This design comes from an exercise in tuning for a short achievable clock period and few clock cycles on the open sky130 flow, not from production work. Where RTL was checked, it was by simulation tests only, not by an equivalence proof against the original. Only the layout flow was run in run 2; the RTL was not checked for function there. No activity file was given, so power comes from the tool's default toggle rates.

==> flow/design.v (outline; a module is shown in full before it is edited, if it fits) <==
// module alu: 123 lines
// module brc: 26 lines
// module brc_control: 33 lines
// module control_unit: 39 lines
// module forwarding_unit: 31 lines
// module hazard_detection: 28 lines
// module immgen: 21 lines
// module lsu: 208 lines
// module pipeline_register: 23 lines
// module regfile: 28 lines
// module branch_predictor_2bit: 33 lines
// module branch_control: 39 lines
// module pipelined: 460 lines
module pipelined (
    input wire i_clk,
    input wire i_reset,
    output reg [31:0] o_pc_debug,
    output reg o_insn_vld,
    output reg o_ctrl,
    output reg o_mispred,
    output reg [31:0] o_io_ledr,  
    output reg [31:0] o_io_ledg,  
    output reg [6:0] o_io_hex0,   
    output reg [6:0] o_io_hex1,   
    output reg [6:0] o_io_hex2,   
    output reg [6:0] o_io_hex3,   
    output reg [6:0] o_io_hex4,   
    output reg [6:0] o_io_hex5,   
    output reg [6:0] o_io_hex6,   
    output reg [6:0] o_io_hex7,   
    output reg [31:0] o_io_lcd,   
    input wire [31:0] i_io_sw,    
    output wire [13:0] o_imem_addr,
    input wire [31:0] i_imem_rdata,
    output wire [13:0] o_dmem_addr,
    output wire o_dmem_we,
    output wire [3:0] o_dmem_wmask,
    output wire [31:0] o_dmem_wdata,
    input wire [31:0] i_dmem_rdata
);
  // ...
==> flow/rom.mem <==
0011110010000000110
0000000000000000000
0000000000000000000
0011010010000001000
0011110010000001000
0110110110000001000
0000000000000000000
0000000000000000000
0000010010000100110
0000000000000000000
0000000000000000000
0000000000000000000
0000110000000001000
0110110111111001000
0000000000000000000
0000000000000000000
0000000000000000000
0000000000000000000
0000000000000000000
0000000000000000000
0000000000000000000
0000000000000000000
0000000000000000000
0000000000000000000
0001010110000000000
1011110010000010000
0000000000000000000
1010110110000010000
0011010010000001000
0000000000000000000
0000000000000000000
0000000000000000000
0011110010000000100
0000000000000000000
0000000000000000000
0000000000000000000
0011110010001001000
0110110110000001000
0000000000000000000
0000000000000000000
0000010010000100100
0000000000000000000
0000000000000000000
0000000000000000000
0000110000001001000
0110110111111001000
0000000000000000000
0000000000000000000
0000000000000000000
0000000000000000000
0000000000000000000
0000000000000000000
0000000000000000000
0000000000000000000
0000000000000000000
0000000000000000000
0001010110000000000
0000000000000000000
0000000000000000000
1010110110000010000
0000000000000000000
0000000000000000000
0000000000000000000
0000000000000000000
0011110010000000000
0000000000000000000
0000000000000000000
0000000000000000000
0011110010010001000
0110110110000001000
0000000000000000000
0000000000000000000
0000010010000100000
0000000000000000000
0000000000000000000
0000000000000000000
0000110000010001000
0110110111111001000
0000000000000000000
0000000000000000000
0000000000000000000
0000000000000000000
0000000000000000000
0000000000000000000
0000000000000000000
0000000000000000000
0000000000000000000
0000000000000000000
0000000000000000000
0000000000000000000
0000000000000000000
1010110110000010000
0000000000000000000
0000000000000000000
0000000000000000000
0000000000000000000
0000000000000000000
0000000000000000000
0000000000000000000
0000000000000000000
0011110010011001000
0110110110000001000
0000000000000000000
0000000000000000000
0000000000000000000
0000000000000000000
0000000000000000000
0000000000000000000
0000110000011001000
0110110111111001000
0000000000000000000
0000000000000000000
0000000000000000000
0000000000000000000
0000000000000000000
0000000000000000000
0000000000000000000
0000000000000000000
0000000000000000000
0000000000000000000
0000000000000000000
0000000000000000000
0000000000000000000
1010110110000010000
0000000000000000000
0000000000000000000
0000000000000000000
0000000000000000000
0011110010000000111
0000000000000000000
0000000000000000000
0000000000000000000
0011110010100001000
0110110110000001000
0000000000000000000
0000000000000000000
0000000000000000000
0000000000000000000
0000000000000000000
0000000000000000000
0000110000100001000
0110110111111001000
0000000000000000000
0000000000000000000
0000000000000000000
0000000000000000000
0000000000000000000
0000000000000000000
0000000000000000000
0000000000000000000
0000000000000000000
0000000000000000000
0001010110000000000
0000000000000000000
0000000000000000000
1010110110000010000
0000000000000000000
0000000000000000000
0000000000000000000
0000000000000000000
0011110010000000101
0000000000000000000
0000000000000000000
0000000000000000000
0011110010101001000
0110110110000001000
0000000000000000000
0000000000000000000
0000000000000000000
0000000000000000000
0000000000000000000
0000000000000000000
0000110000101001000
0110110111111001000
0000000000000000000
0000000000000000000
0000000000000000000
0000000000000000000
0000000000000000000
0000000000000000000
0000000000000000000
0000000000000000000
0000000000000000000
0000000000000000000
0001010110000000000
0000000000000000000
0000000000000000000
1010110110000010000
0000000000000000000
0000000000000000000
0000000000000000000
0000000000000000000
0000000000000000000
0000000000000000000
0000000000000000000
0000000000000000000
0011110010110001000
0110110110000001000
0000000000000000000
0000000000000000000
0000000000000000000
0000000000000000000
0000000000000000000
0000000000000000000
0000110000110001000
0110110111111001000
0000000000000000000
0000000000000000000
0000000000000000000
0000000000000000000
0000000000000000000
0000000000000000000
0000000000000000000
0000000000000000000
0000000000000000000
0000000000000000000
0001011110000000000
0000000000000000000
0000000000000000000
1010110110000010000
0000000000000000000
0000000000000000000
0000000000000000000
0000000000000000000
0000000000000000000
0000000000000000000
0000000000000000000
0000000000000000000
0011110010111001000
0110110110000001000
0000000000000000000
0000000000000000000
0000000000000000000
0000000000000000000
0000000000000000000
0000000000000000000
0000110000111001000
0110110111111001000
0000000000000000000
0000000000000000000
0000000000000000000
0000000000000000000
0000000000000000000
0000000000000000000
0000000000000000000
0000000000000000000
0000000000000000000
0000000000000000000
0001011110000000000
0000000000000000000
0000000000000000000
1010110110000010000
0000000000000000000
0000000000000000000
0000000000000000000
0000000000000000000
0011110010000000110
0000000000000000000
0000000000000000000
0011010010000001000
0011110010000001000
0110110110000001000
0000000000000000000
0000000000000000000
0000010010000100110
0000000000000000000
0000000000000000000
0000000000000000000
0000110001000001000
0110110111111001000
0000000000000000000
0000000000000000000
0000000000000000000
0000000000000000000
0000000000000000000
0000000000000000000
0000000000000000000
0000000000000000000
0000000000000000000
0000000000000000000
0001010110000000000
1011110010000010000
0000000000000000000
1010110110000010000
0011010010000001000
0000000000000000000
0000000000000000000
0000000000000000000
0011110010000000100
0000000000000000000
0000000000000000000
0000000000000000000
0000000000000000000
0110110110000001000
0000000000000000000
0000000000000000000
0000010010000100100
0000000000000000000
0000000000000000000
0000000000000000000
0000000000000000000
0110110111111001000
0000000000000000000
0000000000000000000
0000000000000000000
0000000000000000000
0000000000000000000
0000000000000000000
0000000000000000000
0000000000000000000
0000000000000000000
0000000000000000000
0001010110000000000
0000000000000000000
0000000000000000000
1010110110000010000
0000000000000000000
0000000000000000000
0000000000000000000
0000000000000000000
0011110010000000000
0000000000000000000
0000000000000000000
0000000000000000000
0011110010010001000
0110110110000001000
0000000000000000000
0000000000000000000
0000010010000100000
0000000000000000000
0000000000000000000
0000000000000000000
0000000000000000000
0110110111111001000
0000000000000000000
0000000000000000000
0000000000000000000
0000000000000000000
0000000000000000000
0000000000000000000
0000000000000000000
0000000000000000000
0000000000000000000
0000000000000000000
0000000000000000000
0000000000000000000
0000000000000000000
1010110110000010000
0000000000000000000
0000000000000000000
0000000000000000000
0000000000000000000
0000000000000000000
0000000000000000000
0000000000000000000
0000000000000000000
0011110010011001000
0110110110000001000
0000000000000000000
0000000000000000000
0000000000000000000
0000000000000000000
0000000000000000000
0000000000000000000
0000000000000000000
0110110111111001000
0000000000000000000
0000000000000000000
0000000000000000000
0000000000000000000
0000000000000000000
0000000000000000000
0000000000000000000
0000000000000000000
0000000000000000000
0000000000000000000
0000000000000000000
0000000000000000000
0000000000000000000
1010110110000010000
0000000000000000000
0000000000000000000
0000000000000000000
0000000000000000000
0011110010000000111
0000000000000000000
0000000000000000000
0000000000000000000
0011110010100001000
0110110110000001000
0000000000000000000
0000000000000000000
0000000000000000000
0000000000000000000
0000000000000000000
0000000000000000000
0000000000000000000
0110110111111001000
0000000000000000000
0000000000000000000
0000000000000000000
0000000000000000000
0000000000000000000
0000000000000000000
0000000000000000000
0000000000000000000
0000000000000000000
0000000000000000000
0001010110000000000
0000000000000000000
0000000000000000000
1010110110000010000
0000000000000000000
0000000000000000000
0000000000000000000
0000000000000000000
0011110010000000101
0000000000000000000
0000000000000000000
0000000000000000000
0011110011101001000
0110110110000001000
0000000000000000000
0000000000000000000
0000000000000000000
0000000000000000000
0000000000000000000
0000000000000000000
0000110001101001000
0110110111111001000
0000000000000000000
0000000000000000000
0000000000000000000
0000000000000000000
0000000000000000000
0000000000000000000
0000000000000000000
0000000000000000000
0000000000000000000
0000000000000000000
0001010110000000000
0000000000000000000
0000000000000000000
1010110110000010000
0000000000000000000
0000000000000000000
0000000000000000000
0000000000000000000
0000000000000000000
0000000000000000000
0000000000000000000
0000000000000000000
0011110010110001000
0110110110000001000
0000000000000000000
0000000000000000000
0000000000000000000
0000000000000000000
0000000000000000000
0000000000000000000
0000000000000000000
0110110111111001000
0000000000000000000
0000000000000000000
0000000000000000000
0000000000000000000
0000000000000000000
0000000000000000000
0000000000000000000
0000000000000000000
0000000000000000000
0000000000000000000
0001011110000000000
0000000000000000000
0000000000000000000
1010110110000010000
0000000000000000000
0000000000000000000
0000000000000000000
0000000000000000000
0000000000000000000
0000000000000000000
0000000000000000000
0000000000000000000
0011110010111001000
0110110110000001000
0000000000000000000
0000000000000000000
0000000000000000000
0000000000000000000
0000000000000000000
0000000000000000000
0000000000000000000
0110110111111001000
0000000000000000000
0000000000000000000
0000000000000000000
0000000000000000000
0000000000000000000
0000000000000000000
0000000000000000000
0000000000000000000
0000000000000000000
0000000000000000000
0001011110000000000
0000000000000000000
0000000000000000000
1010110110000010000
0000000000000000000
0000000000000000000
0000000000000000000
0000000000000000000
==> flow/run.sh <==
#!/bin/bash
# synth_recipe.tcl (not shown) runs the flow's synth.tcl, then flattens the netlist and writes it again
# the make line also repeats each setting of config.mk as NAME=value (left out here)
make -C /OpenROAD-flow-scripts/flow DESIGN_CONFIG=/design/flow/config.mk WORK_HOME=/design/flow/orfs CLKGATE_MAP_FILE= SYNTH_SCRIPT=/design/flow/synth_recipe.tcl finish
==> flow/config.mk <==
export PLATFORM = sky130hd
export DESIGN_NAME = pipelined
export DESIGN_NICKNAME = pipelined
export VERILOG_FILES = /design/flow/design.v
export SDC_FILE = /design/flow/constraint.sdc
export NUM_CORES = 4
export LEC_CHECK = 0
export CAP_MARGIN = 20
export CORE_MARGIN = 2
export CORE_UTILIZATION = 40
export SLEW_MARGIN = 20
export SYNTH_MEMORY_MAX_BITS = 20000
==> flow/constraint.sdc <==
create_clock -name core_clock -period 10.5 [get_ports {i_clk}]
set_input_delay 2.1000 -clock core_clock [delete_from_list [all_inputs] [get_ports {i_clk}]]
set_output_delay 2.1000 -clock core_clock [all_outputs]
set_load 0.01 [all_outputs]
==> impl_metrics.ini, run 1 <==
[run_status]
status = no timing/DRC/antenna violations

[synthesis]
synth-compound-area-share_pct = 23.46
ys.flop_type = dfrtp_1
synthTopCellsByCount = 1115 x dfrtp_1, 992 x edfxtp_1, 992 x nand2_1
synthCells = 10930
yosysUniqueCellTypes = 105
ys_warn_count = 30

[power_and_ir_drop]
clock_power_share_pct = 17.6
power_frac_seq_pct = 25.5
switching_share_pct = 52.37
power.group.top = combinational logic

[final_layout]
multi_input_area_mm2 = 0.04991
multi_input_gates = 7536
antenna_cells = 21
final_cell_mix = 1103 x dfrtp_1, 992 x edfxtp_1, 991 x nand2_1
bufAreaShareNonClock_pct = 5.237
regArea_mm2 = 0.05957
final_area_mm2 = 0.1296

[place]
placedCellCount = 14440
io_buffer_count = 347
dpl_worst_slack_ns = 2.500
gp_congestion = 1.050

[routing]
viasPerCell = 7.230
wl_met1_mm = 214.6
wl_met3_mm = 90.55
drtIter0Drc = 19830

[clock_network]
postCtsSetupBuffers = 0
clk_pin_slew_ns = 0.06

[min_path]
hold_path_class = reg2reg

[worst_setup_path]
cp_num_buf_inv = 2
cp_top_family = compound AO/OA/AOI/OAI gates
crit_arrival_ns = 8.85
slowest_delay_ns = 0.89

[sta]
setup_viol = 0
slew_headroom_pct = 4.367

[floorplanning]
rows = 195
tap-cell-count = 3743

[global_route]
grt_overflow = 0
Testbench counts, summed over its fixed seeds: cycles 102,988.
==> module pipelined, before the edit <==
module pipelined (
    input wire i_clk,
    input wire i_reset,
    output reg [31:0] o_pc_debug,
    output reg o_insn_vld,
    output reg o_ctrl,
    output reg o_mispred,
    output reg [31:0] o_io_ledr,  
    output reg [31:0] o_io_ledg,  
    output reg [6:0] o_io_hex0,   
    output reg [6:0] o_io_hex1,   
    output reg [6:0] o_io_hex2,   
    output reg [6:0] o_io_hex3,   
    output reg [6:0] o_io_hex4,   
    output reg [6:0] o_io_hex5,   
    output reg [6:0] o_io_hex6,   
    output reg [6:0] o_io_hex7,   
    output reg [31:0] o_io_lcd,   
    input wire [31:0] i_io_sw,    
    output wire [13:0] o_imem_addr,
    input wire [31:0] i_imem_rdata,
    output wire [13:0] o_dmem_addr,
    output wire o_dmem_we,
    output wire [3:0] o_dmem_wmask,
    output wire [31:0] o_dmem_wdata,
    input wire [31:0] i_dmem_rdata
);
    wire pc_stall, if_id_stall, id_ex_stall;
    wire if_id_flush, id_ex_flush, ex_mem_flush;
    wire [31:0] pc_four;
    reg [31:0] pc_next;
    wire [31:0] if_pc;
    wire[31:0] if_instr;
    wire [31:0] id_pc;
    wire id_insn_vld;
    wire id_cu_insn_vld, id_valid;
    wire[31:0] id_rs1_data, id_rs2_data;
    wire[31:0] id_imm;
    wire[31:0] id_instr;  
    wire [2:0] id_imm_sel;  
    wire id_pc_sel;  
    wire id_br_un;  
    wire id_opa_sel;  
    wire id_opb_sel;  
    wire[3:0] id_alu_op;  
    wire id_branch_cmd;
    wire[2:0] id_branch_type;
    wire id_mem_wren;  
    wire[1:0] id_lsu_op;
    wire id_ld_un;
    wire id_rd_wren;  
    wire[1:0] id_wb_sel;
    wire[4:0] id_wb_addr;
    wire[31:0] operand_a, operand_b;
    wire[31:0] ex_alu_data;
    wire [31:0] ex_pc;
    wire ex_insn_vld;
    wire ex_ctrl;
    wire[31:0] ex_rs1_data, ex_rs2_data;
    wire[31:0] ex_imm;
    wire ex_pc_sel;  
    wire ex_br_un;  
    wire ex_opa_sel;  
    wire ex_opb_sel;  
    wire[3:0] ex_alu_op;  
    wire ex_branch_cmd;
    wire[2:0] ex_branch_type;
    wire[1:0] ex_forward_a, ex_forward_b;
    wire[4:0] ex_rs1_addr, ex_rs2_addr;
    wire ex_mem_wren;  
    wire[1:0] ex_lsu_op;
    wire ex_ld_un;
    wire ex_rd_wren;  
    wire[1:0] ex_wb_sel;
    wire[4:0] ex_wb_addr;
    wire ex_jmp, ex_br_jmp;
    wire ex_mem_read;
    wire [31:0] ex_pc4;
    wire[31:0] mem_alu_data;
    wire [31:0] mem_pc;
    wire mem_insn_vld;
    wire mem_ctrl, mem_mispred;
    wire[31:0] mem_rs2_data, mem_pc_four, mem_alu_pc_data;
    wire mem_mem_wren;  
    wire[1:0] mem_lsu_op;
    wire mem_ld_un;
    wire mem_rd_wren;  
    wire[1:0] mem_wb_sel;
    wire[4:0] mem_wb_addr;
    wire mem_mem_read;
    wire wb_rd_wren;  
    wire[1:0] wb_wb_sel;
    wire[4:0] wb_wb_addr;
    wire wb_mem_read;
    wire[31:0] wb_alu_pc_data, wb_ld_data, wb_wb_data;
    wire temp_rd_wren;  
    wire[4:0] temp_wb_addr;
    wire[31:0] temp_wb_data;
    wire mem_branch_taken;
    wire if_branch_taken, id_branch_taken, ex_branch_taken, ex_br_mispred;
    wire [31:0] if_branch_pc;
    branch_control brpc(
        .clk(i_clk),
        .reset(i_reset),
        .i_instr(if_instr),
        .pc(if_pc),
        .ex_pc(ex_pc),
        .branch_pc(if_branch_pc),
        .branch_taken(if_branch_taken),
        .update_en(ex_branch_cmd),
        .actual_taken(ex_br_jmp)
    );
    hazard_detection hzd(
        .i_clk(i_clk),
        .i_reset(i_reset),
        .ex_rs1_addr(ex_rs1_addr),         
        .ex_rs2_addr(ex_rs2_addr),         
        .ex_branch(ex_jmp|ex_br_mispred),      
        .mem_rd_addr(mem_wb_addr),
        .mem_is_load(mem_mem_read), 
        .mem_rd_wren(mem_rd_wren),
        .pc_stall(pc_stall),       
        .if_id_stall(if_id_stall),    
        .id_ex_stall(id_ex_stall),    
        .if_id_flush(if_id_flush),    
        .id_ex_flush(id_ex_flush),    
        .ex_mem_flush(ex_mem_flush)    
    );
    forwarding_unit fw(
        .ex_rs1_addr(ex_rs1_addr),
        .ex_rs2_addr(ex_rs2_addr),
        .mem_rd_addr(mem_wb_addr),
        .mem_reg_write(mem_rd_wren),
        .wb_rd_addr(wb_wb_addr),
        .wb_reg_write(wb_rd_wren),
        .temp_rd_addr(temp_wb_addr),
        .temp_reg_write(temp_rd_wren),
        .forward_a(ex_forward_a),
        .forward_b(ex_forward_b)
    );
    always @(*) begin
        if (ex_jmp) begin
            pc_next <= ex_alu_data;
        end
        else if (ex_br_mispred) begin
            if (ex_br_jmp) pc_next <= ex_alu_data;
            else pc_next <= ex_pc4;
        end
        else if (if_branch_taken) pc_next <= if_branch_pc;
        else pc_next <= pc_four;
    end
    assign pc_four = if_pc + 4;
    pipeline_register #(32, 0) z_if_pc_reg (
        .clk(i_clk), .reset(i_reset), .flush(1'b0),
        .stall(pc_stall), .data_in(pc_next), .data_out(if_pc)
    );
    pipeline_register #(32, 0) if_id_pc_reg (
        .clk(i_clk), .reset(i_reset), .flush(if_id_flush),
        .stall(if_id_stall), .data_in(if_pc), .data_out(id_pc)
    );
    pipeline_register #(32, 0) if_id_instr_reg (
        .clk(i_clk), .reset(i_reset), .flush(if_id_flush),
        .stall(if_id_stall), .data_in(if_instr), .data_out(id_instr)
    );
    pipeline_register #(1, 0) if_id_valid_reg (
        .clk(i_clk), .reset(i_reset), .flush(if_id_flush),
        .stall(if_id_stall), .data_in(1'b1), .data_out(id_valid)
    );
    pipeline_register #(1, 0) if_id_branch_taken_reg (
        .clk(i_clk), .reset(i_reset), .flush(if_id_flush),
        .stall(if_id_stall), .data_in(if_branch_taken), .data_out(id_branch_taken)
    );
    control_unit CU(
        .i_clk(i_clk),
        .i_reset(i_reset),
        .i_instr(id_instr),  
        .o_imm_sel(id_imm_sel),  
        .o_pc_sel(id_pc_sel),  
        .o_br_un(id_br_un),  
        .o_opa_sel(id_opa_sel),  
        .o_opb_sel(id_opb_sel),  
        .o_alu_op(id_alu_op),  
        .o_mem_wren(id_mem_wren),  
        .o_lsu_op(id_lsu_op),  
        .o_ld_un(id_ld_un),  
        .o_wb_sel(id_wb_sel),  
        .o_rd_wren(id_rd_wren),  
        .o_insn_vld(id_cu_insn_vld)  
    );
    regfile RF(
        .i_clk(i_clk),
        .i_reset(i_reset),
        .i_rs1_addr(id_instr[19:15]),
        .i_rs2_addr(id_instr[24:20]),
        .o_rs1_data(id_rs1_data),
        .o_rs2_data(id_rs2_data),
        .i_rd_addr(wb_wb_addr),
        .i_rd_data(wb_wb_data),
        .i_rd_wren(wb_rd_wren)
    );
    assign id_wb_addr = id_instr[11:7];
    assign id_insn_vld = id_cu_insn_vld & id_valid;
    immgen IG(
        .i_instr(id_instr[31:7]),
        .i_imm_sel(id_imm_sel), 
        .o_imm(id_imm)
    );
    assign id_branch_cmd = ~id_imm_sel[2] & ~id_imm_sel[1] & id_imm_sel[0];
    assign id_branch_type = id_instr[14:12];
    pipeline_register #(32, 0) id_ex_pc_reg (
        .clk(i_clk), .reset(i_reset), .flush(id_ex_flush),
        .stall(id_ex_stall), .data_in(id_pc), .data_out(ex_pc)
    );
    pipeline_register #(1, 0) id_ex_insn_vld_reg (
        .clk(i_clk), .reset(i_reset), .flush(id_ex_flush),
        .stall(id_ex_stall), .data_in(id_insn_vld), .data_out(ex_insn_vld)
    );
    pipeline_register #(1, 0) id_ex_branch_taken_reg (
        .clk(i_clk), .reset(i_reset), .flush(id_ex_flush),
        .stall(id_ex_stall), .data_in(id_branch_taken), .data_out(ex_branch_taken)
    );
    pipeline_register #(32, 3) id_ex_imm_reg (
        .clk(i_clk), .reset(i_reset), .flush(id_ex_flush),
        .stall(id_ex_stall), .data_in(id_imm), .data_out(ex_imm)
    );
    pipeline_register #(32, 0) id_ex_rs1_reg (
        .clk(i_clk), .reset(i_reset), .flush(id_ex_flush),
        .stall(id_ex_stall), .data_in(id_rs1_data), .data_out(ex_rs1_data)
    );
    pipeline_register #(32, 0) id_ex_rs2_reg (
        .clk(i_clk), .reset(i_reset), .flush(id_ex_flush),
        .stall(id_ex_stall), .data_in(id_rs2_data), .data_out(ex_rs2_data)
    );
    pipeline_register #(5, 0) id_ex_rs1_addr_reg (
        .clk(i_clk), .reset(i_reset), .flush(id_ex_flush),
        .stall(id_ex_stall), .data_in(id_instr[19:15]), .data_out(ex_rs1_addr)
    );
    pipeline_register #(5, 0) id_ex_rs2_addr_reg (
        .clk(i_clk), .reset(i_reset), .flush(id_ex_flush),
        .stall(id_ex_stall), .data_in(id_instr[24:20]), .data_out(ex_rs2_addr)
    );
    pipeline_register #(1, 0) id_ex_pc_sel_reg (
        .clk(i_clk), .reset(i_reset), .flush(id_ex_flush),
        .stall(id_ex_stall), .data_in(id_pc_sel), .data_out(ex_pc_sel)
    );
    pipeline_register #(1, 0) id_ex_br_un_reg (
        .clk(i_clk), .reset(i_reset), .flush(id_ex_flush),
        .stall(id_ex_stall), .data_in(id_br_un), .data_out(ex_br_un)
    );
    pipeline_register #(1, 0) id_ex_opa_sel_reg (
        .clk(i_clk), .reset(i_reset), .flush(id_ex_flush),
        .stall(id_ex_stall), .data_in(id_opa_sel), .data_out(ex_opa_sel)
    );
    pipeline_register #(1, 1) id_ex_opb_sel_reg (
        .clk(i_clk), .reset(i_reset), .flush(id_ex_flush),
        .stall(id_ex_stall), .data_in(id_opb_sel), .data_out(ex_opb_sel)
    );
    pipeline_register #(4, 0) id_ex_alu_op_reg (
        .clk(i_clk), .reset(i_reset), .flush(id_ex_flush),
        .stall(id_ex_stall), .data_in(id_alu_op), .data_out(ex_alu_op)
    );
    pipeline_register #(1, 0) id_ex_branch_cmd_reg (
        .clk(i_clk), .reset(i_reset), .flush(id_ex_flush),
        .stall(id_ex_stall), .data_in(id_branch_cmd), .data_out(ex_branch_cmd)
    );
    pipeline_register #(3, 0) id_ex_branch_type_reg (
        .clk(i_clk), .reset(i_reset), .flush(id_ex_flush),
        .stall(id_ex_stall), .data_in(id_branch_type), .data_out(ex_branch_type)
    );
    pipeline_register #(1, 0) id_ex_mem_wren_reg (
        .clk(i_clk), .reset(i_reset), .flush(id_ex_flush),
        .stall(id_ex_stall), .data_in(id_mem_wren), .data_out(ex_mem_wren)
    );
    pipeline_register #(2, 0) id_ex_lsu_op_reg (
        .clk(i_clk), .reset(i_reset), .flush(id_ex_flush),
        .stall(id_ex_stall), .data_in(id_lsu_op), .data_out(ex_lsu_op)
    );
    pipeline_register #(1, 0) id_ex_ld_un_reg (
        .clk(i_clk), .reset(i_reset), .flush(id_ex_flush),
        .stall(id_ex_stall), .data_in(id_ld_un), .data_out(ex_ld_un)
    );
    pipeline_register #(2, 1) id_ex_wb_sel_reg (
        .clk(i_clk), .reset(i_reset), .flush(id_ex_flush),
        .stall(id_ex_stall), .data_in(id_wb_sel), .data_out(ex_wb_sel)
    );
    pipeline_register #(1, 1) id_ex_rd_wren_reg (
        .clk(i_clk), .reset(i_reset), .flush(id_ex_flush),
        .stall(id_ex_stall), .data_in(id_rd_wren), .data_out(ex_rd_wren)
    );
    pipeline_register #(5, 0) id_ex_wb_addr_reg (
        .clk(i_clk), .reset(i_reset), .flush(id_ex_flush),
        .stall(id_ex_stall), .data_in(id_wb_addr), .data_out(ex_wb_addr)
    );
    wire [31:0] fw_a, fw_b;
    assign ex_pc4 = ex_pc+4;
    assign fw_a = (ex_forward_a[1]&ex_forward_a[0]) ? temp_wb_data : (ex_forward_a[1]&~ex_forward_a[0]) ? mem_alu_pc_data : (~ex_forward_a[1]&ex_forward_a[0]) ? wb_wb_data : ex_rs1_data;
    assign fw_b = (ex_forward_b[1]&ex_forward_b[0]) ? temp_wb_data : (ex_forward_b[1]&~ex_forward_b[0]) ? mem_alu_pc_data : (~ex_forward_b[1]&ex_forward_b[0]) ? wb_wb_data : ex_rs2_data;
    assign operand_a = (ex_opa_sel) ? ex_pc : fw_a;
    assign operand_b = (ex_opb_sel) ? ex_imm : fw_b;
    alu AL(
        .i_op_a(operand_a),
        .i_op_b(operand_b),
        .i_alu_op(ex_alu_op),
        .o_alu_data(ex_alu_data)
    );
    brc_control BRC(
        .i_rs1_data(fw_a),
        .i_rs2_data(fw_b),
        .i_br_un(ex_br_un),  
        .i_br_type(ex_branch_type),
        .o_jump(ex_br_jmp)
    );
    assign ex_jmp = (~ex_branch_taken & ex_pc_sel);
    assign ex_br_mispred = ex_branch_cmd & (ex_branch_taken ^ ex_br_jmp);
    assign ex_ctrl = ex_pc_sel | ex_branch_cmd;
    assign ex_mem_read = (~ex_wb_sel[1]) & (~ex_wb_sel[0]);
    pipeline_register #(32, 0) ex_mem_pc_reg (
        .clk(i_clk), .reset(i_reset), .flush(ex_mem_flush),
        .stall(1'b0), .data_in(ex_pc), .data_out(mem_pc)
    );
    pipeline_register #(1, 0) ex_mem_insn_vld_reg (
        .clk(i_clk), .reset(i_reset), .flush(ex_mem_flush),
        .stall(1'b0), .data_in(ex_insn_vld), .data_out(mem_insn_vld)
    );
    pipeline_register #(1, 0) ex_mem_ctrl_reg (
        .clk(i_clk), .reset(i_reset), .flush(ex_mem_flush),
        .stall(1'b0), .data_in(ex_ctrl), .data_out(mem_ctrl)
    );
    pipeline_register #(1, 0) ex_mem_mispred_reg (
        .clk(i_clk), .reset(i_reset), .flush(ex_mem_flush),
        .stall(1'b0), .data_in(ex_br_mispred|ex_jmp), .data_out(mem_mispred)
    );
    pipeline_register #(32, 0) ex_mem_pc_four_reg (
        .clk(i_clk), .reset(i_reset), .flush(ex_mem_flush),
        .stall(1'b0), .data_in(ex_pc4), .data_out(mem_pc_four)
    );
    pipeline_register #(32, 0) ex_mem_alu_data_reg (
        .clk(i_clk), .reset(i_reset), .flush(ex_mem_flush),
        .stall(1'b0), .data_in(ex_alu_data), .data_out(mem_alu_data)
    );
    pipeline_register #(32, 0) ex_mem_rs2_reg (
        .clk(i_clk), .reset(i_reset), .flush(ex_mem_flush),
        .stall(1'b0), .data_in(fw_b), .data_out(mem_rs2_data)
    );
    pipeline_register #(1, 0) ex_mem_mem_wren_reg (
        .clk(i_clk), .reset(i_reset), .flush(ex_mem_flush),
        .stall(1'b0), .data_in(ex_mem_wren), .data_out(mem_mem_wren)
    );
    pipeline_register #(2, 0) ex_mem_lsu_op_reg (
        .clk(i_clk), .reset(i_reset), .flush(ex_mem_flush),
        .stall(1'b0), .data_in(ex_lsu_op), .data_out(mem_lsu_op)
    );
    pipeline_register #(1, 0) ex_mem_ld_un_reg (
        .clk(i_clk), .reset(i_reset), .flush(ex_mem_flush),
        .stall(1'b0), .data_in(ex_ld_un), .data_out(mem_ld_un)
    );
    pipeline_register #(1, 0) ex_mem_branch_taken_reg (
        .clk(i_clk), .reset(i_reset), .flush(ex_mem_flush),
        .stall(1'b0), .data_in(ex_br_jmp), .data_out(mem_branch_taken)
    );
    pipeline_register #(1, 0) ex_mem_is_read_reg (
        .clk(i_clk), .reset(i_reset), .flush(ex_mem_flush),
        .stall(1'b0), .data_in(ex_mem_read), .data_out(mem_mem_read)
    );
    pipeline_register #(2, 1) ex_mem_wb_sel_reg (
        .clk(i_clk), .reset(i_reset), .flush(ex_mem_flush),
        .stall(1'b0), .data_in(ex_wb_sel), .data_out(mem_wb_sel)
    );
    pipeline_register #(1, 0) ex_mem_rd_wren_reg (
        .clk(i_clk), .reset(i_reset), .flush(ex_mem_flush),
        .stall(1'b0), .data_in(ex_rd_wren), .data_out(mem_rd_wren)
    );
    pipeline_register #(5, 0) ex_mem_wb_addr_reg (
        .clk(i_clk), .reset(i_reset), .flush(ex_mem_flush),
        .stall(1'b0), .data_in(ex_wb_addr), .data_out(mem_wb_addr)
    );
    lsu LS(
        .i_clk(i_clk),
        .i_reset(i_reset),
        .i_lsu_addr(mem_alu_data),  
        .i_st_data(mem_rs2_data),   
        .i_lsu_wren(mem_mem_wren),      
        .o_ld_data(wb_ld_data),  
        .o_io_ledr(o_io_ledr),  
        .o_io_ledg(o_io_ledg),  
        .o_io_hex0(o_io_hex0),   
        .o_io_hex1(o_io_hex1),   
        .o_io_hex2(o_io_hex2),   
        .o_io_hex3(o_io_hex3),   
        .o_io_hex4(o_io_hex4),   
        .o_io_hex5(o_io_hex5),   
        .o_io_hex6(o_io_hex6),   
        .o_io_hex7(o_io_hex7),   
        .o_io_lcd(o_io_lcd),   
        .i_io_sw(i_io_sw),    
        .i_lsu_op(mem_lsu_op),  
        .i_ld_un(mem_ld_un),  
        .stall(if_id_stall),
        .flush(if_id_flush),
        .i_pc(if_pc),  
        .o_instr(if_instr),  
        .o_imem_addr(o_imem_addr),
        .i_imem_rdata(i_imem_rdata),
        .o_dmem_addr(o_dmem_addr),
        .o_dmem_we(o_dmem_we),
        .o_dmem_wmask(o_dmem_wmask),
        .o_dmem_wdata(o_dmem_wdata),
        .i_dmem_rdata(i_dmem_rdata)
    );
    assign mem_alu_pc_data = (mem_wb_sel[1]) ?  mem_pc_four : mem_alu_data;  
    pipeline_register #(32, 0) mem_wb_pc_reg (
        .clk(i_clk), .reset(i_reset), .flush(1'b0),
        .stall(1'b0), .data_in(mem_pc), .data_out(o_pc_debug)
    );
    pipeline_register #(1, 0) mem_wb_insn_vld_reg (
        .clk(i_clk), .reset(i_reset), .flush(1'b0),
        .stall(1'b0), .data_in(mem_insn_vld), .data_out(o_insn_vld)
    );
    pipeline_register #(1, 0) mem_wb_ctrl_reg (
        .clk(i_clk), .reset(i_reset), .flush(1'b0),
        .stall(1'b0), .data_in(mem_ctrl), .data_out(o_ctrl)
    );
    pipeline_register #(1, 0) mem_wb_mispred_reg (
        .clk(i_clk), .reset(i_reset), .flush(1'b0),
        .stall(1'b0), .data_in(mem_mispred), .data_out(o_mispred)
    );
    pipeline_register #(1, 0) mem_wb_mem_read_reg (
        .clk(i_clk), .reset(i_reset), .flush(1'b0),
        .stall(1'b0), .data_in(mem_mem_read), .data_out(wb_mem_read)
    );
    pipeline_register #(32, 0) mem_wb_alu_pc_reg (
        .clk(i_clk), .reset(i_reset), .flush(1'b0),
        .stall(1'b0), .data_in(mem_alu_pc_data), .data_out(wb_alu_pc_data)
    );
    pipeline_register #(2, 1) mem_wb_wb_sel_reg (
        .clk(i_clk), .reset(i_reset), .flush(1'b0),
        .stall(1'b0), .data_in(mem_wb_sel), .data_out(wb_wb_sel)
    );
    pipeline_register #(1, 0) mem_wb_rd_wren_reg (
        .clk(i_clk), .reset(i_reset), .flush(1'b0),
        .stall(1'b0), .data_in(mem_rd_wren), .data_out(wb_rd_wren)
    );
    pipeline_register #(5, 0) mem_wb_wb_addr_reg (
        .clk(i_clk), .reset(i_reset), .flush(1'b0),
        .stall(1'b0), .data_in(mem_wb_addr), .data_out(wb_wb_addr)
    );
    assign wb_wb_data = (wb_wb_sel[1] | wb_wb_sel[0]) ? wb_alu_pc_data : wb_ld_data;  
    pipeline_register #(1, 0) wb_temp_rd_wren_reg (
        .clk(i_clk), .reset(i_reset), .flush(1'b0),
        .stall(1'b0), .data_in(wb_rd_wren), .data_out(temp_rd_wren)
    );
    pipeline_register #(5, 0) wb_temp_wb_addr_reg (
        .clk(i_clk), .reset(i_reset), .flush(1'b0),
        .stall(1'b0), .data_in(wb_wb_addr), .data_out(temp_wb_addr)
    );
    pipeline_register #(32, 0) wb_temp_wb_data_reg (
        .clk(i_clk), .reset(i_reset), .flush(1'b0),
        .stall(1'b0), .data_in(wb_wb_data), .data_out(temp_wb_data)
    );
endmodule
==> run 2: changes to the inputs <==
==> flow/design.v (replaced) <==
module pipelined (
    input wire i_clk,
    input wire i_reset,
    output reg [31:0] o_pc_debug,
    output reg o_insn_vld,
    output reg o_ctrl,
    output reg o_mispred,
    output reg [31:0] o_io_ledr,
    output reg [31:0] o_io_ledg,
    output reg [6:0] o_io_hex0,
    output reg [6:0] o_io_hex1,
    output reg [6:0] o_io_hex2,
    output reg [6:0] o_io_hex3,
    output reg [6:0] o_io_hex4,
    output reg [6:0] o_io_hex5,
    output reg [6:0] o_io_hex6,
    output reg [6:0] o_io_hex7,
    output reg [31:0] o_io_lcd,
    input wire [31:0] i_io_sw,
    output wire [13:0] o_imem_addr,
    input wire [31:0] i_imem_rdata,
    output wire [13:0] o_dmem_addr,
    output wire o_dmem_we,
    output wire [3:0] o_dmem_wmask,
    output wire [31:0] o_dmem_wdata,
    input wire [31:0] i_dmem_rdata
);
    localparam BI = 5;               
    localparam BN = 1 << BI;         
    localparam RI = 2;               
    localparam RN = 1 << RI;
    reg [31:0] pc_f;
    reg [BN-1:0]    btb_v;
    reg [15:BI+2]   btb_tag [0:BN-1];
    reg [15:2]      btb_tgt [0:BN-1];
    reg [1:0]       btb_typ [0:BN-1];    
    reg [1:0]       btb_ctr [0:BN-1];
    reg [15:2]      ras [0:RN-1];
    reg [RI-1:0]    ras_p;
    reg        valid_d;
    reg [31:0] ins_d;
    reg [31:0] pc_d;
    reg [31:0] pnpc_d;       
    reg        ptk_d;        
    reg        hit_d;
    reg [1:0]  ctr_d;
    reg        valid_e;
    reg [31:0] pc_e, pc4_e, tgt_e, pnpc_e;
    reg [31:0] a_e, b_e, s_e, pv_e;
    reg        fa_m, fa_w, fa_r, fb_m, fb_w, fb_r, fs_m, fs_w, fs_r;
    reg        sub_e, uns_e, sra_e;
    reg        r_add, r_xor, r_or, r_and, r_sll, r_sr, r_slt, r_pass;
    reg        br_e, jal_e, jalr_e, ld_e, st_e, wen_e, ctrl_e, rpt_e;
    reg [2:0]  f3_e;
    reg [4:0]  rd_e;
    reg        hit_e, ret_e;
    reg [1:0]  ctr_e;
    reg        valid_m;
    reg [31:0] pc_m, res_m, addr_m, pnpc_m, tgt_m, pc4_m;
    reg        neqt_m, neqn_m;
    reg        we_m;
    reg [3:0]  wmask_m;
    reg [31:0] wdata_m;
    reg        ld_m, st_m, wen_m, jalr_m, br_m, jal_m, ret_m, hit_m, tkn_m, ctrl_m, mis_m, vrpt_m;
    reg [2:0]  f3_m;
    reg [4:0]  rd_m;
    reg [1:0]  ctr_m;
    reg        wen_w;
    reg [4:0]  rd_w;
    reg [31:0] res_w;
    reg [31:0] rf [1:31];
    reg [31:0] io [0:15];
    wire        red_m, red_e, red_d, stall;
    wire [31:0] tgt_red_m, tgt_red_e, tgt_red_d;
    assign o_imem_addr = pc_f[15:2];
    wire [BI-1:0] fi = pc_f[BI+1:2];
    wire        f_hit = btb_v[fi] && (btb_tag[fi] == pc_f[15:BI+2]);
    wire [1:0]  f_typ = btb_typ[fi];
    wire [1:0]  f_ctr = btb_ctr[fi];
    wire        f_ptk = f_hit && (f_typ != 2'd0 || f_ctr[1]);
    wire [31:0] f_pc4 = pc_f + 32'd4;
    wire [15:2] f_ptgt = (f_typ == 2'd2) ? ras[ras_p] : btb_tgt[fi];
    wire [31:0] f_pnpc = f_ptk ? {16'd0, f_ptgt, 2'b00} : f_pc4;
    wire [31:0] pc_n = red_m ? tgt_red_m :
                       red_e ? tgt_red_e :
                       stall ? pc_f :
                       red_d ? tgt_red_d : f_pnpc;
    always @(posedge i_clk or posedge i_reset) begin
        if (i_reset) pc_f <= 32'd0;
        else pc_f <= pc_n;
    end
    always @(posedge i_clk or posedge i_reset) begin
        if (i_reset) valid_d <= 1'b0;
        else valid_d <= ~(red_m | red_e) & (stall ? valid_d : ~red_d);
    end
    always @(posedge i_clk) begin
        if (!stall) begin
            ins_d  <= i_imem_rdata;
            pc_d   <= pc_f;
            pnpc_d <= f_pnpc;
            ptk_d  <= f_ptk;
            hit_d  <= f_hit;
            ctr_d  <= f_ctr;
        end
    end
    wire [4:0] d_op  = ins_d[6:2];
    wire [2:0] d_f3  = ins_d[14:12];
    wire       d_b30 = ins_d[30];
    wire [4:0] d_rs1 = ins_d[19:15];
    wire [4:0] d_rs2 = ins_d[24:20];
    wire [4:0] d_rd  = ins_d[11:7];
    wire d_lui   = d_op == 5'b01101;
    wire d_auipc = d_op == 5'b00101;
    wire d_jal   = d_op == 5'b11011;
    wire d_jalr  = (d_op == 5'b11001) && d_f3 == 3'd0;
    wire d_br    = (d_op == 5'b11000) && d_f3 != 3'd2 && d_f3 != 3'd3;
    wire d_ld    = (d_op == 5'b00000) && d_f3 != 3'd3 && d_f3[2:1] != 2'b11;
    wire d_st    = (d_op == 5'b01000) && d_f3[2:1] != 2'b11 && !d_f3[2];
    wire d_opi   = (d_op == 5'b00100) && !(d_b30 && d_f3 == 3'd1);
    wire d_opr   = (d_op == 5'b01100) && !(d_b30 && d_f3 != 3'd0 && d_f3 != 3'd5);
    wire d_nop   = (d_op == 5'b00011 || d_op == 5'b11100) && d_f3 == 3'd0;
    wire d_rpt   = d_lui | d_auipc | d_jal | d_jalr | d_br | d_ld | d_st | d_opi | d_opr | d_nop;
    wire d_wen   = (d_lui | d_auipc | d_jal | d_jalr | d_ld | d_opi | d_opr) && d_rd != 5'd0;
    wire d_use1  = d_jalr | d_br | d_ld | d_st | d_opi | d_opr;
    wire d_use2  = d_br | d_st | d_opr;
    wire [31:0] immI = {{20{ins_d[31]}}, ins_d[31:20]};
    wire [31:0] immS = {{20{ins_d[31]}}, ins_d[31:25], ins_d[11:7]};
    wire [31:0] immB = {{20{ins_d[31]}}, ins_d[7], ins_d[30:25], ins_d[11:8], 1'b0};
    wire [31:0] immU = {ins_d[31:12], 12'd0};
    wire [31:0] immJ = {{12{ins_d[31]}}, ins_d[19:12], ins_d[20], ins_d[30:21], 1'b0};
    wire [31:0] d_pc4 = pc_d + 32'd4;
    wire [31:0] d_toff = d_jal ? immJ : d_br ? immB : immU;
    wire [31:0] d_tgt = pc_d + d_toff;
    wire [31:0] d_pv  = d_lui ? immU : d_auipc ? d_tgt : d_pc4;
    wire [31:0] d_r1 = (d_rs1 == 5'd0) ? 32'd0 : (wen_w && rd_w == d_rs1) ? res_w : rf[d_rs1];
    wire [31:0] d_r2 = (d_rs2 == 5'd0) ? 32'd0 : (wen_w && rd_w == d_rs2) ? res_w : rf[d_rs2];
    wire        d_bimm = d_opi | d_ld | d_jalr | d_st;
    wire [31:0] d_b = d_st ? immS : d_bimm ? immI : d_r2;
    wire e_pw = valid_e & wen_e;
    wire m_pw = valid_m & wen_m;
    wire d1_m = e_pw && rd_e == d_rs1;
    wire d1_w = !d1_m && m_pw && rd_m == d_rs1;
    wire d2_m = e_pw && rd_e == d_rs2;
    wire d2_w = !d2_m && m_pw && rd_m == d_rs2;
    wire lu = valid_d && valid_e && ld_e && wen_e &&
              ((d_use1 && rd_e == d_rs1) || (d_use2 && rd_e == d_rs2));
    assign stall = lu;
    assign red_d = valid_d & d_jal & ~ptk_d;
    assign tgt_red_d = d_tgt;
    wire d_alu = d_opi | d_opr;
    wire d_add = (d_alu && d_f3 == 3'd0);
    always @(posedge i_clk or posedge i_reset) begin
        if (i_reset) valid_e <= 1'b0;
        else valid_e <= ~(red_m | red_e) & ~stall & valid_d;
    end
    always @(posedge i_clk) begin
        pc_e   <= pc_d;
        pc4_e  <= d_pc4;
        tgt_e  <= d_tgt;
        pnpc_e <= red_d ? d_tgt : pnpc_d;
        a_e    <= d_r1;
        b_e    <= d_b;
        s_e    <= d_r2;
        pv_e   <= d_pv;
        fa_m   <= d1_m;
        fa_w   <= d1_w;
        fa_r   <= !d1_m && !d1_w;
        fb_m   <= d2_m & !d_bimm;
        fb_w   <= d2_w & !d_bimm;
        fb_r   <= d_bimm | (!d2_m && !d2_w);
        fs_m   <= d2_m;
        fs_w   <= d2_w;
        fs_r   <= !d2_m && !d2_w;
        sub_e  <= d_opr && d_b30 && d_f3 == 3'd0;
        uns_e  <= d_br ? d_f3[1] : d_f3[0];
        sra_e  <= d_b30;
        r_add  <= d_add;
        r_xor  <= d_alu && d_f3 == 3'd4;
        r_or   <= d_alu && d_f3 == 3'd6;
        r_and  <= d_alu && d_f3 == 3'd7;
        r_sll  <= d_alu && d_f3 == 3'd1;
        r_sr   <= d_alu && d_f3 == 3'd5;
        r_slt  <= d_alu && d_f3[2:1] == 2'b01;
        r_pass <= d_lui | d_auipc | d_jal | d_jalr;
        br_e   <= d_br;
        jal_e  <= d_jal;
        jalr_e <= d_jalr;
        ld_e   <= d_ld;
        st_e   <= d_st;
        wen_e  <= d_wen;
        ctrl_e <= d_br | d_jal | d_jalr;
        rpt_e  <= d_rpt;
        f3_e   <= d_f3;
        rd_e   <= d_rd;
        hit_e  <= hit_d;
        ctr_e  <= ctr_d;
        ret_e  <= d_jalr && d_rs1 == 5'd1 && d_rd == 5'd0;
    end
    wire d_go = valid_d & ~stall;
    wire d_call = (d_jal | d_jalr) && d_rd == 5'd1;
    wire d_ret = d_jalr && d_rs1 == 5'd1 && d_rd == 5'd0;
    integer k;
    always @(posedge i_clk or posedge i_reset) begin
        if (i_reset) begin
            ras_p <= {RI{1'b0}};
            for (k = 0; k < RN; k = k + 1) ras[k] <= 14'd0;
        end else if (d_go && d_call) begin
            ras_p <= ras_p + 1'b1;
            ras[ras_p + 1'b1] <= d_pc4[15:2];
        end else if (d_go && d_ret) begin
            ras_p <= ras_p - 1'b1;
        end
    end
    wire [31:0] ea = ({32{fa_m}} & res_m) | ({32{fa_w}} & res_w) | ({32{fa_r}} & a_e);
    wire [31:0] eb = ({32{fb_m}} & res_m) | ({32{fb_w}} & res_w) | ({32{fb_r}} & b_e);
    wire [31:0] es = ({32{fs_m}} & res_m) | ({32{fs_w}} & res_w) | ({32{fs_r}} & s_e);
    wire [31:0] e_sum = ea + (eb ^ {32{sub_e}}) + {31'd0, sub_e};
    wire        e_eq  = ea == eb;
    wire        e_ltu31 = ea[30:0] < eb[30:0];
    wire        e_lt  = (ea[31] ^ eb[31]) ? (uns_e ? eb[31] : ea[31]) : e_ltu31;
    wire [31:0] e_sll = ea << eb[4:0];
    wire [31:0] e_fill = {32{sra_e & ea[31]}};
    wire [31:0] e_sr = (ea >> eb[4:0]) | (e_fill & ~(32'hFFFFFFFF >> eb[4:0]));
    wire [31:0] e_res = ({32{r_add}} & e_sum) |
                        ({32{r_xor}} & (ea ^ eb)) |
                        ({32{r_or}}  & (ea | eb)) |
                        ({32{r_and}} & (ea & eb)) |
                        ({32{r_sll}} & e_sll) |
                        ({32{r_sr}}  & e_sr) |
                        ({31'd0, r_slt & e_lt}) |
                        ({32{r_pass}} & pv_e);
    wire e_cond = f3_e[2] ? (e_lt ^ f3_e[0]) : (e_eq ^ f3_e[0]);
    wire e_tkn  = br_e ? e_cond : jal_e;
    wire e_neq_t = tgt_e[31:1] != pnpc_e[31:1];
    wire e_neq_n = pc4_e[31:1] != pnpc_e[31:1];
    assign red_e = 1'b0;
    assign tgt_red_e = 32'd0;
    reg [3:0]  e_wmask;
    reg [31:0] e_wdata;
    always @(*) begin
        case (f3_e[1:0])
            2'd0: begin e_wmask = 4'b0001 << e_sum[1:0]; e_wdata = {4{es[7:0]}}; end
            2'd1: begin e_wmask = e_sum[1] ? 4'b1100 : 4'b0011; e_wdata = {2{es[15:0]}}; end
            default: begin e_wmask = 4'b1111; e_wdata = es; end
        endcase
    end
    always @(posedge i_clk or posedge i_reset) begin
        if (i_reset) begin
            valid_m <= 1'b0;
            vrpt_m <= 1'b0;
            mis_m <= 1'b0;
            we_m <= 1'b0;
        end else begin
            valid_m <= valid_e & ~red_m;
            vrpt_m <= valid_e & ~red_m & rpt_e;
            mis_m <= valid_e & ~red_m & ctrl_e & ~jalr_e & (e_tkn ? e_neq_t : e_neq_n);
            we_m <= valid_e & ~red_m & st_e & (e_sum[31:16] == 16'h0000);
        end
    end
    always @(posedge i_clk) begin
        pc_m    <= pc_e;
        res_m   <= e_res;
        addr_m  <= e_sum;
        pnpc_m  <= pnpc_e;
        tgt_m   <= tgt_e;
        pc4_m   <= pc4_e;
        neqt_m  <= e_neq_t;
        neqn_m  <= e_neq_n;
        wmask_m <= e_wmask;
        wdata_m <= e_wdata;
        ld_m    <= ld_e;
        st_m    <= st_e;
        wen_m   <= wen_e;
        jalr_m  <= jalr_e;
        br_m    <= br_e;
        jal_m   <= jal_e;
        ret_m   <= ret_e;
        hit_m   <= hit_e;
        ctr_m   <= ctr_e;
        tkn_m   <= e_tkn;
        ctrl_m  <= ctrl_e;
        f3_m    <= f3_e;
        rd_m    <= rd_e;
    end
    assign o_dmem_addr  = addr_m[15:2];
    assign o_dmem_we    = we_m;
    assign o_dmem_wmask = wmask_m;
    assign o_dmem_wdata = wdata_m;
    wire m_jmis = addr_m[31:1] != pnpc_m[31:1];
    assign red_m = valid_m & (jalr_m ? m_jmis : tkn_m ? neqt_m : neqn_m);
    assign tgt_red_m = jalr_m ? {addr_m[31:1], 1'b0} : tkn_m ? tgt_m : pc4_m;
    wire m_io = addr_m[31:16] == 16'h1000;
    wire m_sw = addr_m[31:16] == 16'h1001;
    wire io_we = valid_m & st_m & m_io;
    integer j;
    always @(posedge i_clk or posedge i_reset) begin
        if (i_reset) begin
            for (j = 0; j < 16; j = j + 1) io[j] <= 32'd0;
        end else if (io_we) begin
            if (wmask_m[0]) io[addr_m[15:12]][7:0]   <= wdata_m[7:0];
            if (wmask_m[1]) io[addr_m[15:12]][15:8]  <= wdata_m[15:8];
            if (wmask_m[2]) io[addr_m[15:12]][23:16] <= wdata_m[23:16];
            if (wmask_m[3]) io[addr_m[15:12]][31:24] <= wdata_m[31:24];
        end
    end
    always @(*) begin
        o_io_ledr = io[0];
        o_io_ledg = io[1];
        o_io_hex0 = io[2][6:0];
        o_io_hex1 = io[2][14:8];
        o_io_hex2 = io[2][22:16];
        o_io_hex3 = io[2][30:24];
        o_io_hex4 = io[3][6:0];
        o_io_hex5 = io[3][14:8];
        o_io_hex6 = io[3][22:16];
        o_io_hex7 = io[3][30:24];
        o_io_lcd  = io[4];
    end
    wire [31:0] m_raw = m_io ? io[addr_m[15:12]] : m_sw ? i_io_sw : i_dmem_rdata;
    wire [7:0]  m_byte = addr_m[1] ? (addr_m[0] ? m_raw[31:24] : m_raw[23:16])
                                   : (addr_m[0] ? m_raw[15:8]  : m_raw[7:0]);
    wire [15:0] m_half = addr_m[1] ? m_raw[31:16] : m_raw[15:0];
    wire [31:0] m_ld = (f3_m[1:0] == 2'd0) ? {{24{~f3_m[2] & m_byte[7]}}, m_byte} :
                       (f3_m[1:0] == 2'd1) ? {{16{~f3_m[2] & m_half[15]}}, m_half} : m_raw;
    always @(posedge i_clk or posedge i_reset) begin
        if (i_reset) wen_w <= 1'b0;
        else wen_w <= valid_m & wen_m;
    end
    always @(posedge i_clk) begin
        rd_w  <= rd_m;
        res_w <= ld_m ? m_ld : res_m;
    end
    always @(*) begin
        o_insn_vld = vrpt_m;
        o_pc_debug = pc_m;
        o_ctrl     = ctrl_m;
        o_mispred  = mis_m;
    end
    wire [BI-1:0] mi = pc_m[BI+1:2];
    wire m_upd = valid_m & (jal_m | jalr_m | (br_m & (hit_m | tkn_m)));
    reg [1:0] m_ctr;
    always @(*) begin
        if (!hit_m) m_ctr = 2'b10;
        else if (tkn_m) m_ctr = (ctr_m == 2'b11) ? 2'b11 : ctr_m + 2'b01;
        else m_ctr = (ctr_m == 2'b00) ? 2'b00 : ctr_m - 2'b01;
    end
    always @(posedge i_clk or posedge i_reset) begin
        if (i_reset) btb_v <= {BN{1'b0}};
        else if (m_upd) btb_v[mi] <= 1'b1;
    end
    always @(posedge i_clk) begin
        if (m_upd) begin
            btb_tag[mi] <= pc_m[15:BI+2];
            btb_tgt[mi] <= jalr_m ? addr_m[15:2] : tgt_m[15:2];
            btb_typ[mi] <= br_m ? 2'd0 : ret_m ? 2'd2 : 2'd1;
            btb_ctr[mi] <= m_ctr;
        end
    end
    always @(posedge i_clk) begin
        if (wen_w) rf[rd_w] <= res_w;
    end
endmodule
==> flow/flow/run.sh (new file) <==
#!/bin/bash
# Layout flow: the standard ORFS flow, with the timing repair steps aiming at a
# setup slack margin of MARGIN ns instead of at least 0, so that they keep improving
# the design's own critical paths while the design's constraints are met with room.
set -euo pipefail
MARGIN=7.0
bash standard.sh SETUP_SLACK_MARGIN=$MARGIN finish > flow_standard.log 2>&1
==> flow/standard.sh (new file) <==
#!/bin/bash
# synth_recipe.tcl (not shown) runs the flow's synth.tcl, then flattens the netlist and writes it again
# the make line also repeats each setting of config.mk as NAME=value (left out here)
make -C /OpenROAD-flow-scripts/flow DESIGN_CONFIG=/design/flow/config.mk WORK_HOME=/design/flow/orfs CLKGATE_MAP_FILE= SYNTH_SCRIPT=/design/flow/synth_recipe.tcl "${@:-finish}"
--- a/flow/config.mk
+++ b/flow/config.mk
@@ -7,2 +7,3 @@
 export LEC_CHECK = 0
+export ABC_CLOCK_PERIOD_IN_PS = 3000
 export CAP_MARGIN = 20
removed: flow/rom.mem
removed: flow/run.sh
==> run 2 against run 1 <==
Against the previous run: final cell count up 4.5%; synthesized cell count decreased by 13%; via count fell by 8.4%; utilization up 4.1 points; final area rose by 36%; clock power up 41%; area after synthesis increased by 24%; routed wire length decreased by 8.5%; count of clock-buffer cells in the layout rose by 160; die area up 24%; sequential power rose by 26%.
==> impl_metrics.ini, run 2 <==
[synthesis]
synth_top_area_share_pct = 41.58
synthTopCellsByCount = 1953 x edfxtp_1, 810 x mux4_2, 641 x dfrtp_1
syn_area_per_cell_um2 = 14.79
ys_seq_area_share_pct = 61.18
synth_edf_count = 1953
yosysUniqueCellTypes = 87
syn-cell-area_mm2 = 0.1411
ys.flop_type = edfxtp_1
syn_nets = 9804
synth.most_common_cell = edfxtp_1
synthCells = 9537
yosysTopAreaCell = edfxtp_1
ys_ff_latch = 3174
ys_async_sr_fraction_pct = 20.20
synthTopCellsByArea = edfxtp_1 42%, mux4_2 13%, dfrtp_1 11%
ys_warn_count = 3

[final_layout]
top_register = rf
areaGrowthSynthToFinish_pct = 24.90
reg.largest.list = rf x992, io x512, btb_tgt x448
fin_cells = 15560
mostFrequentLayoutCell = edfxtp_1
regArea_mm2 = 0.08668
multi_input_area_mm2 = 0.05596
drive_gt1_share_pct = 38.18
final_cell_mix = 1953 x edfxtp_1, 810 x mux4_2, 766 x buf_4
layout.filler_cells = 29120
final_area_mm2 = 0.1762
final_nets = 10910
largest_register_ffs = 992

[power_and_ir_drop]
switching_share_pct = 33.54
power_frac_comb_pct = 30.9
power_frac_seq_pct = 39.0
p_sw_mw = 13.60
leakage_nw = 66.58
intPower_mw = 26.96
ir_drop_mv = 0.1683
powerDensity_mw_per_mm2 = 230.2
p_total_mw = 40.56
clock_power_share_pct = 30.1

[clock_network]
clockBufferDepth = 4
insertion_delay_ns = 1.02
cts-root-buf = clkbuf_16
h-tree-depth = 5
cts_sinks = 3174
ctsHoldBuffers = 0
numCtsBuffers = 344
cts_tree = done
clk_pin_slew_ns = 0.06

[global_route]
first_global_vias = 95560
grt_pass1_wl_mm = 743.2
grt_use_total_pct = 29.33
grt_overflow = 0
grt_antenna_before_repair = 30
grt_start_max_net_pins = 133

[floorplanning]
core_area_mm2 = 0.3519
die_h_um = 597.8
io_pins = 350
dieArea_mm2 = 0.3574
rows = 218
start_util_pct = 40.09
die_width_um = 597.8

[worst_setup_path]
r2r_start = ins_d[4]$_DFFE_PN_
crit_arrival_ns = 5.12
rr_worst_depth = 20
crit_type = reg2reg
crit_required_ns = 11.33
startpoint_type = flop
r2r_end = pv_e[31]$_DFF_P_
end_kind = flop
cp_max_fo = 6
regToRegSetupSlack_ns = 6.21

[sta]
fin_hold_ws_ns = 0.3129
finalCritPeriodShare_pct = 40.82
layout_min_cycle_time_ns = 4.286
tightestPinTransition_ns = 1.196
hold_viol = 0
max_freq_mhz = 233.3
setup_viol = 0
clock_skew_ns = 0.1255
rsz0062_at_grt = true
slew_headroom_pct = 20.18
final_max_slew_viol_count = 0

[routing]
drtIter0Drc = 13120
viasPerCell = 6.339
wl_per_cell_um = 34.87
dr.pass1.iters = 10
ant_nets = 0
wirelength_mm = 542.6
drc = 0
vias = 98640

[place]
place_area_mm2 = 0.1506
gp_congestion = 0.9701
placedCellCount = 14090
place_hpwl_mm = 316.7
io_buffer_count = 347

[run_status]
status = no timing/DRC/antenna violations

[min_path]
holdPathStages = 0
hold_path_class = reg2reg
min_to = tgt_m[26]$_DFF_P_
hold_path_startpoint = tgt_e[26]$_DFF_P_

[flow_run]
drv_cap = 0
## run 2: cell types whose count changed after synthesis, sizes merged, moves of 474 or more
cell / delta
mux4: +809
edfxtp: +961
a22oi: -598
o21ai: -538
dfxtp: +580
dfrtp: -474
## run 2: critical path, stage by stage (launching register included)
cell      delay [ns]
edfxtp_1        0.38
buf_6           0.16
nor2b_4         0.17
nand4_1         0.25
inv_4           0.19
nor2_4          0.05
buf_6           0.13
buf_6           0.12
a21o_1          0.20
ha_4            0.32
nand4_1         0.20
or3_4           0.46
a211oi_4        0.17
buf_6           0.17
nor3_4          0.05
o31ai_2         0.28
a21oi_2         0.11
a21oi_2         0.15
buf_6           0.15
mux2_4          0.31
nor2_4          0.10
## run 2: through the flow
stage                     utilization, %  setup TNS, ns  setup slack [ns]
after floorplan                        -        -228.66           -0.3567
after global placement             42.80              0             4.816
after detailed placement           42.81              0             4.781
after CTS                          48.92              0             6.377
after global routing               50.06              0             6.149
final                              50.07              0             6.214
## run 2: final cells by class
cell class                      instances  share of cell area (%)
Antenna cell                           14                 0.01989
Clock buffer                          468                   5.490
Clock inverter                        159                  0.9161
Inverter                              201                  0.4716
Multi-Input combinational cell       5463                   31.76
Sequential cell                      3174                   49.20
Tap cell                             4620                   3.281
Timing Repair Buffer                 1461                   8.850
Timing Repair inverter                  2                0.008522
## run 2: power groups by stage
stage	registers (mW)	clock network, mW	logic (mW)
6_report	15.8	12.2	12.5
5_1_grt	15.9	12.8	13.0
4_1_cts	15.8	12.3	11.4
3_5_place_dp	16.3	0	8.56
3_3_place_gp	16.3	0	8.50
2_1_floorplan	15.6	0	5.43
## run 2: kinds of logic after synthesis
logic type               synth area share, %
adder cells (fa/ha/maj)                1.510
AO/OA/AOI/OAI                          7.975
buffers and inverters                  2.718
AND/OR/NAND/NOR                        5.285
flip-flops                             61.18
XOR/XNOR                               1.695
multiplexers                           19.64
## run 2: repair_timing
item | in CTS | in global routing
pin swaps | 233 | 177
endpoints found under the setup margin | 2076 | 759
cloned | 62 | 10
gates resized for setup | 2294 | 506
setup buffers | 582 | 181
## run 2: worst max path at each step
stage	slack, ns	end	startpoint	cells past startpoint
global placement	4.82	pc_f[0]$_DFFE_PP0P_	pc_f[3]$_DFFE_PP0P_	11
floorplan	-0.36	btb_v[0]$_DFFE_PP0P_	i_reset	1
global route	6.15	pc_f[23]$_DFFE_PP0P_	ins_d[4]$_DFFE_PN_	21
CTS	6.38	mis_m$_DFF_PP0_	fa_m$_DFF_P_	15
finish	6.21	pv_e[31]$_DFF_P_	ins_d[4]$_DFFE_PN_	20
detailed placement	4.78	pc_f[0]$_DFFE_PP0P_	pc_f[3]$_DFFE_PP0P_	11
## run 2: per-layer routing
layer | track usage (%) | wire length, µm | vias up
li1 | - | - | 39490
met1 | 40.16 | 209500 | 51310
met2 | 44.03 | 239000 | 6562
met3 | 6.802 | 62100 | 1275
met4 | 14.30 | 31950 | 8
met5 | 0 | 55 | -

## static timing again, ports no longer ideal
The flow's constraints put no driver on any port. The routed layouts listed below were extracted and timed again, unchanged, in two steps.
Step 1: set_driving_cell puts a clkbuf_16 on i_clk and a buf_2 on each other input, an assumption about the parent block.
Step 2 also shifts input and output timing later by t, the mid clock arrival at the registers, as if the neighbouring blocks saw the same clock.
a / b / c = ideal / step 1 / step 2; a / b = the first two.
| run | t (ns) | setup slack, ns | worst setup path at the end | worst slew at a driven data input, ns |
|---|---|---|---|---|
| run 1 | 1.013 | 2.423 / 2.423 / 2.423 | register to register | 0.16 |
| run 2 | 1.063 | 6.214 / 6.214 / 6.066 | input to register | 0.15 |
After both steps every run listed still meets setup and hold. The setup slack of run 2, which loses most, moves by 0.000 ns with the drivers and by -0.148 ns with both steps.
